What follows belongs to an exercise in optimizing a design on an open flow for small area; a production flow would make more cautious choices.
Function was checked by simulation only, so behaviour that the tests miss may differ from the original.
The clock port is modelled as an ideal driver, which makes a skipped or thinned clock tree look cheaper than it is; a real chip needs a root buffer or a tree.

Setup of north:
## APB
module APB
(
    input PCLK,
    input PRESETn,
    input [31:0] PADDR,
    input PSEL,
    input PENABLE,
    input PWRITE,
    input [31:0] PWDATA,
    output reg [31:0] PRDATA,
    output PREADY
);
reg [31:0] CTRL_REG;  
reg [31:0] TX_DATA;
reg acc;
assign PREADY = acc;
wire tx;
wire tx_busy, tx_done;
transmitter transmitter_UART
(
    .tx_en(CTRL_REG[0]),
    .data(TX_DATA[7:0]),
    .arst_n(PRESETn),
    .rst(CTRL_REG[1]),
    .clk(PCLK),
    .TX(tx),
    .busy(tx_busy),
    .done(tx_done)
);
wire rx_busy, rx_done, rx_err;
wire [7:0] rx_data_wire;
receiver receiver_UART
(
    .clk(PCLK),
    .rst(CTRL_REG[3]),
    .arst_n(PRESETn),
    .rx_en(CTRL_REG[2]),
    .RX(tx),
    .busy(rx_busy),
    .done(rx_done),
    .err(rx_err),
    .data(rx_data_wire)
);
wire hi_zero = ~|PADDR[31:2];
wire sel0 = hi_zero & (PADDR[1:0] == 2'd0);
wire sel1 = hi_zero & (PADDR[1:0] == 2'd1);
wire sel2 = hi_zero & (PADDR[1:0] == 2'd2);
wire sel3 = hi_zero & (PADDR[1:0] == 2'd3);
wire wr = acc & PWRITE;
wire ctrl_load = wr & sel0 & PRESETn;
wire ctrl_hold = ~(wr & sel0) & PRESETn;
wire txd_load = wr & sel2 & PRESETn;
wire txd_hold = ~(wr & sel2) & PRESETn;
always @(posedge PCLK) begin
    acc <= PRESETn & ~acc & PSEL & PENABLE;
  ...
Size: ~390 cells after synthesis, roughly 100 I/O pins, roughly 4200 um^2 of cells after synthesis.
==> flow/config.mk <==
export PLATFORM = sky130hd
export DESIGN_NAME = APB
export DESIGN_NICKNAME = APB
export VERILOG_FILES = /design/flow/design.v
export SDC_FILE = /design/flow/constraint.sdc
export NUM_CORES = 4
export LEC_CHECK = 0
export CAP_MARGIN = 20
export CORE_MARGIN = 2
export CORE_UTILIZATION = 60
export PLACE_DENSITY = 0.75
export SLEW_MARGIN = 20
==> flow/constraint.sdc <==
create_clock -name core_clock -period 10.0 [get_ports {PCLK}]
set_input_delay 2.0000 -clock core_clock [delete_from_list [all_inputs] [get_ports {PCLK}]]
set_output_delay 2.0000 -clock core_clock [all_outputs]
set_load 0.01 [all_outputs]
standard.sh (not shown) runs the stock make flow with config.mk's settings and CLKGATE_MAP_FILE= SYNTH_SCRIPT=/design/flow/synth_recipe.tcl, a recipe that flattens the netlist after the stock synthesis.
==> flow/flow/run.sh <==
#!/bin/bash
# Layout flow: the standard flow (standard.sh) with three changes.
#  1. Synthesis is the standard synthesis (synth_recipe.tcl) except that
#     ABC's final technology mapping runs an area script (flow/area.abc)
#     instead of ORFS's speed script (flow/my_synth.tcl); flip-flops, their
#     names and cells are those of the standard synthesis. Combinational
#     cells are then set to their smallest drive strength (flow/downsize.py);
#     later timing repair upsizes where needed.
#  2. Port buffers use the smallest buffer cell.
#  3. The clock tree is built by flow/clock_tree.tcl: the clock port drives
#     one root buffer, which drives a few leaf buffers, each at the centre of
#     the flip-flops it clocks (no dummy loads).
# Each tool's output goes to a log file of its own in this folder.
set -euo pipefail
here=$(pwd)
plat=$FLOW_HOME/platforms/$FLOW_PLATFORM
res=$here/orfs/results/$FLOW_PLATFORM/APB/base
lib=$plat/lib/sky130_fd_sc_hd__tt_025C_1v80.lib
OPENROAD=$(command -v openroad || echo $FLOW_HOME/../tools/install/OpenROAD/bin/openroad)
export BUFFER_PORTS_ARGS="-buffer_cell sky130_fd_sc_hd__buf_1"
source flow/settings.sh

sed -e "s#@AREA_ABC@#$here/flow/area.abc#" -e "s#@FLOW_SYNTH@#$here/synth_recipe.tcl#" \
    flow/my_synth.tcl > $here/my_synth.tcl
sed -e "s#SYNTH_SCRIPT=[^ ]*#SYNTH_SCRIPT=$here/my_synth.tcl#" standard.sh > $here/my_standard.sh
bash my_standard.sh $res/1_2_yosys.v > synth.log 2>&1
cp $res/1_2_yosys.v $here/1_2_yosys.abc.v
python3 flow/downsize.py $res/1_2_yosys.v $lib > downsize.log 2>&1
bash standard.sh synth > synth_odb.log 2>&1
bash standard.sh place > place.log 2>&1
RES=$res PLAT=$plat $OPENROAD -no_init -exit flow/clock_tree.tcl > cts.log 2>&1
bash standard.sh finish > finish.log 2>&1
==> flow/flow/area.abc <==
strash
&get -n
&st
&dch -f
&nf -a -R 1000
&put
topo
==> flow/flow/settings.sh <==
# clock tree shape (flow/clock_tree.tcl)
export LEAVES=6
export ROOT_BUF=sky130_fd_sc_hd__clkbuf_16
export LEAF_BUF=sky130_fd_sc_hd__clkbuf_16
Other scripts of this flow, unchanged in this note and not shown: flow/flow/clock_tree.tcl, flow/flow/downsize.py, flow/flow/my_synth.tcl
north | stages: all done | timing, DRC, antenna: all pass
Setup changes, north to south
Settings: a change of CORE_UTILIZATION from 60 to 65; a change of PLACE_DENSITY from 0.75 to 0.8.
--- a/flow/flow/area.abc
+++ b/flow/flow/area.abc
@@ -0,0 +1,7 @@
+strash
+&get -n
+&st
+&dch -f
+&nf -a -R 1000
+&put
+mfs2
==> flow/flow/settings.sh <==
# clock tree shape (flow/clock_tree.tcl)
export LEAVES=5
export ROOT_BUF=sky130_fd_sc_hd__clkbuf_4
export LEAF_BUF=sky130_fd_sc_hd__clkbuf_16
## What came out
- Summary of south over north: area of the multi-input gates saw a decrease; area after synthesis about even.
- north → south: via count higher; routed wire length decreased by 470 um relative to the old numbers.
- The timing-limited maximum frequency in south sits about 7% below the value recorded for north.
No run of this note takes its clock network from TritonCTS; it comes from the design's own scripts or RTL.

[afterwards: timing with drivers on the ports]
The results above use ideal ports. As a check the final layouts listed here were re-extracted and re-timed, cells and wires unchanged.
Step 1 assumes that a clkbuf_16 drives the clock port and a buf_2 every other input.
Step 2 moves the port delays by t, midway between the first and last clock arrival at a register: inputs arrive t later, outputs are due t later. That takes back most of the time a late clock gives input paths.
a / b / c = ideal ports / drivers / drivers and shift; a / b = the first two.
run	t, ns	setup WS [ns]	clock arrival spread, ns	cell pins on the clock port's net
north	0.368	4.238 / 4.218 / 4.218	0.019 / 0.019	1
south	0.467	3.795 / 3.771 / 3.771	0.009 / 0.008	1
After both steps every run listed still meets setup and hold. For south, which loses most, drivers alone change the setup slack by -0.024 ns; drivers and shift together by -0.024 ns.
